This is an optimization exercise on Yosys and OpenROAD, whose aim is small area, not a production implementation.
Only simulation tests tie the RTL to the original design; equivalence was not proved.
No driver is modelled on the clock port, so clocking that relies on it looks cheaper here than on a real chip.
Power is estimated from default activity; no workload was simulated.

== job 6891 ==
==> flow/design.v <==
module vgaSync(clk, rst, hsync, vsync, video_on, pix_adv, line_adv, pixel_x, pixel_y);
input clk, rst;
output hsync, vsync, video_on, pix_adv, line_adv;
output [9:0] pixel_x, pixel_y;
reg [10:0] hc;
reg [9:0] vc;
wire [11:0] hcy;
wire [10:0] hinc;
assign hcy[0] = 1'b1;
wire [10:0] vcy;
wire [9:0] vinc;
genvar i;
generate
	for (i = 0; i < 11; i = i + 1) begin : h_inc
		assign hinc[i] = hc[i] ^ hcy[i];
		assign hcy[i + 1] = hc[i] & hcy[i];
	end
	for (i = 0; i < 10; i = i + 1) begin : v_inc
		assign vinc[i] = vc[i] ^ vcy[i];
		assign vcy[i + 1] = vc[i] & vcy[i];
	end
endgenerate
assign line_adv = hcy[11];
assign vcy[0] = line_adv;
assign pix_adv = hc[0];
wire h_jump = hc[10] & ~hc[9] & hcy[8];
wire v_jump = ~vc[9] & vc[8] & vc[7] & vc[6] & vcy[5];
always @(posedge clk) begin
	if (rst) begin
		hc <= 11'd0;
		vc <= 10'd0;
	end else begin
		hc <= h_jump ? 11'd1728 : hinc;
		vc <= v_jump ? 10'd979 : vinc;
	end
end
assign hsync = (hc >= 11'd1761) && (hc <= 11'd1952);
wire line_start = (hc == 11'd0);
assign vsync = (vc == 10'd1013) || (!line_start && vc == 10'd1012) || (line_start && vc == 10'd1014);
assign video_on = ~(hc[10] & hc[9]) & ~vc[9];
assign pixel_x = hc[10:1];
assign pixel_y = vc;
endmodule
module pixelGeneration(clk, rst, push, pixel_x, pixel_y, pix_adv, line_adv, video_on, rgb);
input clk, rst;
input [2:0] push;
input [9:0] pixel_x, pixel_y;
input pix_adv, line_adv, video_on;
output [2:0] rgb;
reg [9:0] kx;
reg [8:0] ly;
reg dir_x, dir_y;        
reg [4:0] angle;
reg s0;                  
reg [1:0] quadrant;
reg [11:0] acc;
genvar i;
wire refr_tick = (pixel_y == 10'd980) && (pixel_x == 10'd0);
wire at_right  = ~|kx[9:6] & ~(kx[5] & kx[4] & kx[3]);    
wire at_left   = kx[9] & kx[7] & kx[4];                   
wire at_bottom = ~|ly[8:4];                               
wire at_top    = ly[8] & ly[7] & ly[6] & (ly[4] | ly[3]);  
wire mx = refr_tick & push[0] & ~(dir_x & at_left);
wire my = refr_tick & ~push[0] & push[1];
wire [9:0] dkx = {{7{mx & ~dir_x}}, mx & dir_x, mx & ~dir_x, mx};
wire [8:0] dly = {{6{my & dir_y}}, my & ~dir_y, my & dir_y, my};
wire [10:0] kcy;
wire [9:0] ksum;
wire [9:0] lcy;
wire [8:0] lsum;
assign kcy[0] = 1'b0;
assign lcy[0] = 1'b0;
generate
	for (i = 0; i < 10; i = i + 1) begin : k_add
		assign ksum[i] = kx[i] ^ dkx[i] ^ kcy[i];
		assign kcy[i + 1] = (kx[i] & dkx[i]) | (kx[i] & kcy[i]) | (dkx[i] & kcy[i]);
	end
	for (i = 0; i < 9; i = i + 1) begin : l_add
		assign lsum[i] = ly[i] ^ dly[i] ^ lcy[i];
		assign lcy[i + 1] = (ly[i] & dly[i]) | (ly[i] & lcy[i]) | (dly[i] & lcy[i]);
	end
endgenerate
wire ma = refr_tick & push[2];
wire a_end = s0 ? ~|angle : (angle[4] & angle[2] & angle[1] & angle[0]);
wire ma_step = ma & ~a_end;
wire ma_turn = ma & a_end;
wire [4:0] dang = {{4{ma_step & s0}}, ma_step};
wire [5:0] angcy;
wire [4:0] anginc;
assign angcy[0] = 1'b0;
generate
	for (i = 0; i < 5; i = i + 1) begin : a_add
		assign anginc[i] = angle[i] ^ dang[i] ^ angcy[i];
		assign angcy[i + 1] = (angle[i] & dang[i]) | (angle[i] & angcy[i]) | (dang[i] & angcy[i]);
	end
endgenerate
wire q_step = ma_turn & s0;
always @(posedge clk) begin
	if (rst) begin
		kx <= 10'd352;
		ly <= 9'd240;
		dir_x <= 1'b0;
		dir_y <= 1'b0;
		angle <= 5'd0;
		s0 <= 1'b0;
		quadrant <= 2'd0;
	end else begin
		kx <= ksum;
		ly <= lsum;
		dir_x <= at_right | (dir_x & ~at_left);
		dir_y <= ~at_bottom & (at_top | dir_y);
		angle <= anginc;
		s0 <= s0 ^ ma_turn;
		quadrant <= {quadrant[1] ^ (quadrant[0] & q_step), quadrant[0] ^ q_step};
	end
end
wire [9:0] t, s;
wire [10:0] tcy, scy2;
assign tcy[0] = 1'b0;
assign scy2[0] = 1'b0;
wire [9:0] lyx = {1'b0, ly};
generate
	for (i = 0; i < 10; i = i + 1) begin : t_add
		assign t[i] = pixel_x[i] ^ kx[i] ^ tcy[i];
		assign tcy[i + 1] = (pixel_x[i] & kx[i]) | (pixel_x[i] & tcy[i]) | (kx[i] & tcy[i]);
		assign s[i] = pixel_y[i] ^ lyx[i] ^ scy2[i];
		assign scy2[i + 1] = (pixel_y[i] & lyx[i]) | (pixel_y[i] & scy2[i]) | (lyx[i] & scy2[i]);
	end
endgenerate
wire wt = (t[9:6] == 4'd10);
wire ws = (s[9:6] == 4'd7);
wire [4:0] a = t[5] ? t[4:0] : 5'd0 - t[4:0];
wire [4:0] b = s[5] ? s[4:0] : 5'd0 - s[4:0];
wire in_win = wt & ws & (|t[5:0]) & (|s[5:0]);
wire ball_in, border_in;
circleTest circleTest(.a(a), .b(b), .ball_on(ball_in), .border(border_in));
wire ball_on = in_win & ball_in;
wire border = in_win & border_in;
wire [6:0] tan;
tanLut tanLut(.angle(angle), .tan(tan));
wire u_pos = ~(quadrant[0] ^ quadrant[1]);    
wire v_pos = quadrant[1];                     
wire ok_u = u_pos ? t[5] : (~t[5] | ~|t[4:0]);
wire ok_v = v_pos ? s[5] : (~s[5] | ~|s[4:0]);
wire xmode = ~(quadrant[0] ^ s0);             
wire d_pos = xmode ? u_pos : v_pos;
wire d_win = xmode ? wt : ws;
wire d_hi = xmode ? t[5] : s[5];
wire d_en = xmode ? pix_adv : line_adv;
wire d_step = d_win & (~d_pos | d_hi);
wire d_add = d_en & d_step;
wire d_load = d_en & ~d_step;
wire [6:0] dtan = tan & {7{d_add}};
wire [12:0] acy;
wire [11:0] asum;
assign acy[0] = 1'b0;
generate
	for (i = 0; i < 12; i = i + 1) begin : acc_add
		if (i < 7) begin : full
			assign asum[i] = acc[i] ^ dtan[i] ^ acy[i];
			assign acy[i + 1] = (acc[i] & dtan[i]) | (acc[i] & acy[i]) | (dtan[i] & acy[i]);
		end else begin : half
			assign asum[i] = acc[i] ^ acy[i];
			assign acy[i + 1] = acc[i] & acy[i];
		end
	end
endgenerate
wire [11:0] d_hold = d_pos ? 12'd0 : {~tan, 5'b11111};
always @(posedge clk)
	acc <= d_load ? d_hold : asum;
wire [4:0] r = xmode ? b : a;
wire [4:0] rn = r ^ {5{d_pos}};               
wire [5:0] ncy;
wire [4:0] diff;
assign ncy[0] = 1'b1;
generate
	for (i = 0; i < 5; i = i + 1) begin : n_sub
		assign diff[i] = acc[7 + i] ^ rn[i] ^ ncy[i];
		assign ncy[i + 1] = (acc[7 + i] & rn[i]) | (acc[7 + i] & ncy[i]) | (rn[i] & ncy[i]);
	end
endgenerate
wire near = ~|diff[4:1] | (&diff);
wire handle_on = border & ok_u & ok_v & near;
assign rgb = video_on ? (handle_on ? 3'b000 : (ball_on ? 3'b011 : 3'b110)) : 3'b000;
endmodule
module circleTest(a, b, ball_on, border);
input [4:0] a, b;
output ball_on, border;
function [1023:0] disc;
	input integer rr;
	integer i;
	begin
		for (i = 0; i < 1024; i = i + 1)
			disc[i] = ((i / 32) * (i / 32) + (i % 32) * (i % 32)) < rr;
	end
endfunction
localparam [1023:0] BALL = disc(16 * 16);
localparam [1023:0] BORDER = disc(27 * 27);
assign ball_on = BALL[{a, b}];
assign border = BORDER[{a, b}];
endmodule
module tanLut(angle, tan);
input [4:0] angle;
output [6:0] tan;
localparam [223:0] TAN = {
	7'd63,  7'd58,  7'd53,  7'd49,  7'd45,  7'd40,  7'd36,  7'd33,
	7'd100, 7'd100, 7'd97,  7'd90,  7'd84,  7'd78,  7'd73,  7'd67,
	7'd63,  7'd58,  7'd53,  7'd49,  7'd45,  7'd40,  7'd36,  7'd33,
	7'd29,  7'd25,  7'd21,  7'd18,  7'd14,  7'd11,  7'd7,   7'd4};
assign tan = TAN[angle * 7 +: 7];
endmodule
module project_top_milestone_3(clk, rst, push, hsync, vsync, rgb);
input clk, rst;
input [2:0] push;
output hsync, vsync;
output [2:0] rgb;
wire video_on, pix_adv, line_adv;
wire [9:0] pixel_x, pixel_y;
vgaSync vgaSync(.clk(clk), .rst(rst), .hsync(hsync), .vsync(vsync), .video_on(video_on),
                .pix_adv(pix_adv), .line_adv(line_adv), .pixel_x(pixel_x), .pixel_y(pixel_y));
pixelGeneration pixelGeneration(.clk(clk), .rst(rst), .push(push), .pixel_x(pixel_x),
                .pixel_y(pixel_y), .pix_adv(pix_adv), .line_adv(line_adv), .video_on(video_on),
                .rgb(rgb));
endmodule
make LEC_CHECK=0 CAP_MARGIN=20 CORE_MARGIN=2 CORE_UTILIZATION=40 CTS_BUF_LIST=sky130_fd_sc_hd__clkbuf_4 CTS_CLUSTER_DIAMETER=200 CTS_CLUSTER_SIZE=30 SLEW_MARGIN=20 finish   # period 20.0 ns
run.sh (not shown) runs the stock make flow with config.mk's settings and CLKGATE_MAP_FILE= SYNTH_SCRIPT=/design/flow/synth_recipe.tcl, a recipe that flattens the netlist after the stock synthesis.
Job 6891 ended with every stage complete and zero timing, DRC or antenna violations.
Edits applied to the flow inputs when going from job 6891 to job 7413:
-- flow/config.mk --
<<< job 6891, line 10
export CORE_UTILIZATION = 40
export CTS_BUF_LIST = sky130_fd_sc_hd__clkbuf_4
export CTS_CLUSTER_DIAMETER = 200
export CTS_CLUSTER_SIZE = 30
export SLEW_MARGIN = 20
>>> job 7413, line 10
export CORE_UTILIZATION = 40
export SLEW_MARGIN = 20
Findings:
Between job 6891 and job 7413, the difference in share of the synthesized netlist area taken by xor and xnor gates is negligible.
Clock skew | job 7413 below job 6891
Largest vdd supply drop: job 7413 vs job 6891 up 5.9%
Clock insertion delay at the later pin of the skew report | job 7413 below job 6891
For overall routed net length, job 7413 and job 6891 come out practically identical.
Upper clock frequency limit for job 7413 is higher than for job 6891.
Job 7413 against job 6891: clock share of power has increased, final cell count saw little to no change, share of final-layout standard cells stronger than drive strength 1 increased by 0.39 points relative to the old numbers, post-route standard cell area excluding fillers rose by 180 µm², via count of the first global-routing pass ~0 delta.
Here is what was changed in the inputs of job 1818 compared with job 7413.
-- flow/config.mk --
<<< job 7413, line 10
export CORE_UTILIZATION = 40
export SLEW_MARGIN = 20
>>> job 1818, line 10
export CORE_UTILIZATION = 40
export CTS_BUF_LIST = sky130_fd_sc_hd__clkbuf_4
export SLEW_MARGIN = 20
### Flow results
Job 1818 ran to completion and came out clean on the timing, DRC and antenna checks.
Compared with job 7413, in job 1818 hold slack saw an increase, critical path depth in cells saw little to no change, global-route wire length before repair saw a decrease, global-route usage saw little to no change.
## Diff of input files: job 6310 against job 1818
-- flow/config.mk --
<<< job 1818, line 10
export CORE_UTILIZATION = 40
export CTS_BUF_LIST = sky130_fd_sc_hd__clkbuf_4
export SLEW_MARGIN = 20
>>> job 6310, line 10
export CORE_UTILIZATION = 40
export CTS_BUF_LIST = sky130_fd_sc_hd__clkbuf_4 sky130_fd_sc_hd__clkbuf_8
export CTS_CLUSTER_SIZE = 20
export SLEW_MARGIN = 20
### Flow results
Max core utilization of the finished layout across job 6310 and job 1818: job 6310
On minimum period implied by the final worst setup slack, the lower figure sits with job 6310, not job 1818.
Compared with job 1818, job 6310 improves worst setup slack.
Via count: lower on job 6310
For job 2567, these inputs were changed with respect to job 6310:
-- flow/config.mk --
<<< job 6310, line 10
export CORE_UTILIZATION = 40
export CTS_BUF_LIST = sky130_fd_sc_hd__clkbuf_4 sky130_fd_sc_hd__clkbuf_8
export CTS_CLUSTER_SIZE = 20
export SLEW_MARGIN = 20
>>> job 2567, line 10
export CORE_UTILIZATION = 40
export CTS_BUF_LIST = sky130_fd_sc_hd__clkbuf_8
export CTS_CLUSTER_DIAMETER = 200
export CTS_CLUSTER_SIZE = 32
export SLEW_MARGIN = 20
### Flow results
Sequential share of cell area delta (job 2567 -> job 6310): insignificant. On per-cell via count in the routed design, job 2567 and job 6310 are basically level. Compared job 2567 against job 6310; area overhead of the layout relative to synthesis within noise. The length of routed wiring on met1 was comparable across job 2567 and job 6310. Diff job 2567..job 6310 | utilization after layout | negligible.

// project_top_milestone_3: RTL as listed in full above, without the edits since
export LEC_CHECK = 0
export CAP_MARGIN = 20
export CORE_MARGIN = 2
export CORE_UTILIZATION = 40
export CTS_BUF_LIST = sky130_fd_sc_hd__clkbuf_4
export SLEW_MARGIN = 20
create_clock -name core_clock -period 20.0 [get_ports {clk}]
standard.sh (not shown) runs the stock make flow with config.mk's settings and CLKGATE_MAP_FILE= SYNTH_SCRIPT=/design/flow/synth_recipe.tcl, a recipe that flattens the netlist after the stock synthesis.
==> flow/flow/run.sh <==
#!/bin/bash
# Layout flow: the standard flow (standard.sh), with these changes:
#  - after the standard synthesis, the combinational logic is re-mapped by ABC
#    with area-oriented scripts; flip-flops, full adders and tie cells stay as
#    synthesized. Half adders are first kept too, and later dissolved into logic
#    for ABC to re-map. Full adders whose inputs mostly come through inverters are
#    turned to the opposite polarity (a full adder is self-dual) between
#    re-mappings. The smallest netlist found is kept, and it is proven
#    equivalent to the standard netlist;
#  - the port buffers are buf_1 cells;
#  - clock tree synthesis uses clkbuf_4 buffers and inserts no dummy loads; clock
#    buffers whose sinks see a slow clock edge are then upsized to clkbuf_8.
# Each tool's output goes to a log file of its own in this folder.
set -euo pipefail
HERE=$(cd "$(dirname "$0")" && pwd)
WD=$(pwd)
LIB=$FLOW_HOME/platforms/$FLOW_PLATFORM/lib/sky130_fd_sc_hd__tt_025C_1v80.lib
RES=$WD/orfs/results/$FLOW_PLATFORM/project_top_milestone_3/base
mkdir -p "$WD/remap"
R=$WD/remap
KEEP_HA='__(fa|fah\w*|ha|conb)_\d+$'

area() { grep "Chip area" "$1/reopt_stat.txt" | awk '{print $NF}'; }
smaller() { awk -v a="$1" -v b="$2" 'BEGIN { exit !(a < b) }'; }

bash standard.sh synth > "$WD/1_synth_standard.log" 2>&1
cp "$RES/1_2_yosys.v" "$WD/synth_standard.v"

# first re-mapping (half adders kept), then full-adder polarity
bash "$HERE/reopt.sh" "$WD/synth_standard.v" "$R/r0.v" "$LIB" "$R/r0" "$HERE/reopt_fast.abc" "$KEEP_HA" > "$WD/2_remap_r0.log" 2>&1
python3 "$HERE/fa_polarity.py" "$R/r0.v" "$R/p0.v" > "$WD/3_fa_polarity_p0.log" 2>&1

# deep re-mappings with four seeds, in parallel
for s in 1 2 3 4; do
  sed "s/&deepsyn -T 60/\&deepsyn -T 60 -S $s/" "$HERE/reopt_deep.abc" > "$R/deep_$s.abc"
  bash "$HERE/reopt.sh" "$R/p0.v" "$R/d$s.v" "$LIB" "$R/d$s" "$R/deep_$s.abc" "$KEEP_HA" > "$WD/4_remap_deep_$s.log" 2>&1 &
done
wait
best=$R/r0.v; besta=$(area "$R/r0")
for s in 1 2 3 4; do
  if smaller "$(area "$R/d$s")" "$besta"; then best=$R/d$s.v; besta=$(area "$R/d$s"); fi
done

# alternate polarity and fast re-mapping from the best netlist: four rounds with
# the half adders kept, then sixteen with them dissolved
cur=$best
for i in $(seq 1 20); do
  keep=$KEEP_HA
  if [ "$i" -gt 4 ]; then keep='__(fa|fah\w*|conb)_\d+$'; fi
  python3 "$HERE/fa_polarity.py" "$cur" "$R/p$i.v" > "$WD/5_fa_polarity_p$i.log" 2>&1
  bash "$HERE/reopt.sh" "$R/p$i.v" "$R/i$i.v" "$LIB" "$R/i$i" "$HERE/reopt_fast.abc" "$keep" > "$WD/6_remap_i$i.log" 2>&1
  if smaller "$(area "$R/i$i")" "$besta"; then best=$R/i$i.v; besta=$(area "$R/i$i"); fi
  cur=$R/i$i.v
done
echo "kept $best ($besta um2)" > "$WD/7_remap_choice.log"
cp "$best" "$WD/synth_final.v"
(cd "$R/r0" && bash "$HERE/equiv.sh" "$WD/synth_standard.v" "$WD/synth_final.v" "$LIB") > "$WD/8_equiv.log" 2>&1

cp "$WD/synth_final.v" "$RES/1_2_yosys.v"
rm -f "$RES/1_synth.odb" "$RES/1_synth.sdc"

export BUFFER_PORTS_ARGS="-buffer_cell sky130_fd_sc_hd__buf_1"
export POST_CTS_TCL="$HERE/post_cts.tcl"
export CTS_ARGS="-sink_clustering_enable -repair_clock_nets -buf_list sky130_fd_sc_hd__clkbuf_4 -dont_use_dummy_load"
bash standard.sh finish > "$WD/9_layout.log" 2>&1
Other scripts of this flow, unchanged in this note and not shown: flow/flow/equiv.sh, flow/flow/fa_polarity.py, flow/flow/gen_cells.py, flow/flow/post_cts.tcl, flow/flow/reopt.sh, flow/flow/reopt_deep.abc, flow/flow/reopt_fast.abc
The first run ran to the end with no violations.
Change:
--- a/flow/flow/run.sh
+++ b/flow/flow/run.sh
@@ -7,0 +8 @@
+#    re-mappings, along four chains of re-mappings that start from four deep
@@ -23 +24,8 @@
-area() { grep "Chip area" "$1/reopt_stat.txt" | awk '{print $NF}'; }
+# area of a re-mapping, or a huge number if it did not finish
+area() {
+  if [ -s "$1.v" ] && grep -q "Chip area" "$1/reopt_stat.txt" 2>/dev/null; then
+    grep "Chip area" "$1/reopt_stat.txt" | awk '{print $NF}'
+  else
+    echo 1e12
+  fi
+}
@@ -44,10 +52,18 @@
-# alternate polarity and fast re-mapping from the best netlist: four rounds with
-# the half adders kept, then sixteen with them dissolved
-cur=$best
-for i in $(seq 1 20); do
-  keep=$KEEP_HA
-  if [ "$i" -gt 4 ]; then keep='__(fa|fah\w*|conb)_\d+$'; fi
-  python3 "$HERE/fa_polarity.py" "$cur" "$R/p$i.v" > "$WD/5_fa_polarity_p$i.log" 2>&1
-  bash "$HERE/reopt.sh" "$R/p$i.v" "$R/i$i.v" "$LIB" "$R/i$i" "$HERE/reopt_fast.abc" "$keep" > "$WD/6_remap_i$i.log" 2>&1
-  if smaller "$(area "$R/i$i")" "$besta"; then best=$R/i$i.v; besta=$(area "$R/i$i"); fi
-  cur=$R/i$i.v
+# from each deep re-mapping, in parallel: alternate polarity and fast re-mapping,
+# four rounds with the half adders kept, then sixteen with them dissolved
+chain() {
+  local s=$1 cur=$R/d$1.v keep i
+  for i in $(seq 1 20); do
+    keep=$KEEP_HA
+    if [ "$i" -gt 4 ]; then keep='__(fa|fah\w*|conb)_\d+$'; fi
+    python3 "$HERE/fa_polarity.py" "$cur" "$R/c${s}p$i.v" > "$WD/5_fa_polarity_c${s}p$i.log" 2>&1
+    bash "$HERE/reopt.sh" "$R/c${s}p$i.v" "$R/c${s}i$i.v" "$LIB" "$R/c${s}i$i" "$HERE/reopt_fast.abc" "$keep" > "$WD/6_remap_c${s}i$i.log" 2>&1
+    cur=$R/c${s}i$i.v
+  done
+}
+for s in 1 2 3 4; do chain $s & done
+wait
+for s in 1 2 3 4; do
+  for i in $(seq 1 20); do
+    if smaller "$(area "$R/c${s}i$i")" "$besta"; then best=$R/c${s}i$i.v; besta=$(area "$R/c${s}i$i"); fi
+  done
After rerunning:
- The new run produced a clean layout
- die area stays flat
- area after synthesis stays flat
- critical path depth went down by 1
- routed wire length barely changes
- setup slack is better by 0.17 ns

[re-timing with driven ports]
In the flow no input, the clock included, has a driving cell. The finished layouts below were timed again as built, in two steps. Step 1: set_driving_cell puts a clkbuf_16 on clk and a buf_2 on each other input, an assumption about the parent block. Step 2 times the ports against the registers' clock, not the clock port: input delays grow and output delays shrink by t, the midpoint of the rising clock arrivals with the driver on. a / b / c = no drivers / after step 1 / after step 2; a / b = the first two.
| run | t, ns | setup slack, ns | hold WS [ns] | cell pins on the clock port's net |
|---|---|---|---|---|
| job 6891 | 0.454 | 8.610 / 8.574 / 9.027 | 0.507 / 0.507 / 0.507 | 1 |
| job 7413 | 0.370 | 8.734 / 8.695 / 9.066 | 0.501 / 0.501 / 0.501 | 1 |
| job 1818 | 0.454 | 8.610 / 8.574 / 9.027 | 0.507 / 0.507 / 0.507 | 1 |
| job 6310 | 0.388 | 8.710 / 8.673 / 9.060 | 0.503 / 0.503 / 0.503 | 1 |
| job 2567 | 0.388 | 8.710 / 8.673 / 9.060 | 0.503 / 0.503 / 0.503 | 1 |
| the first run of note 2 | 0.352 | 9.088 / 9.058 / 9.410 | 0.505 / 0.505 / 0.505 | 1 |
| the second run of note 2 | 0.366 | 9.262 / 9.229 / 9.595 | 0.496 / 0.496 / 0.496 | 1 |
After both steps every run listed still meets setup and hold.
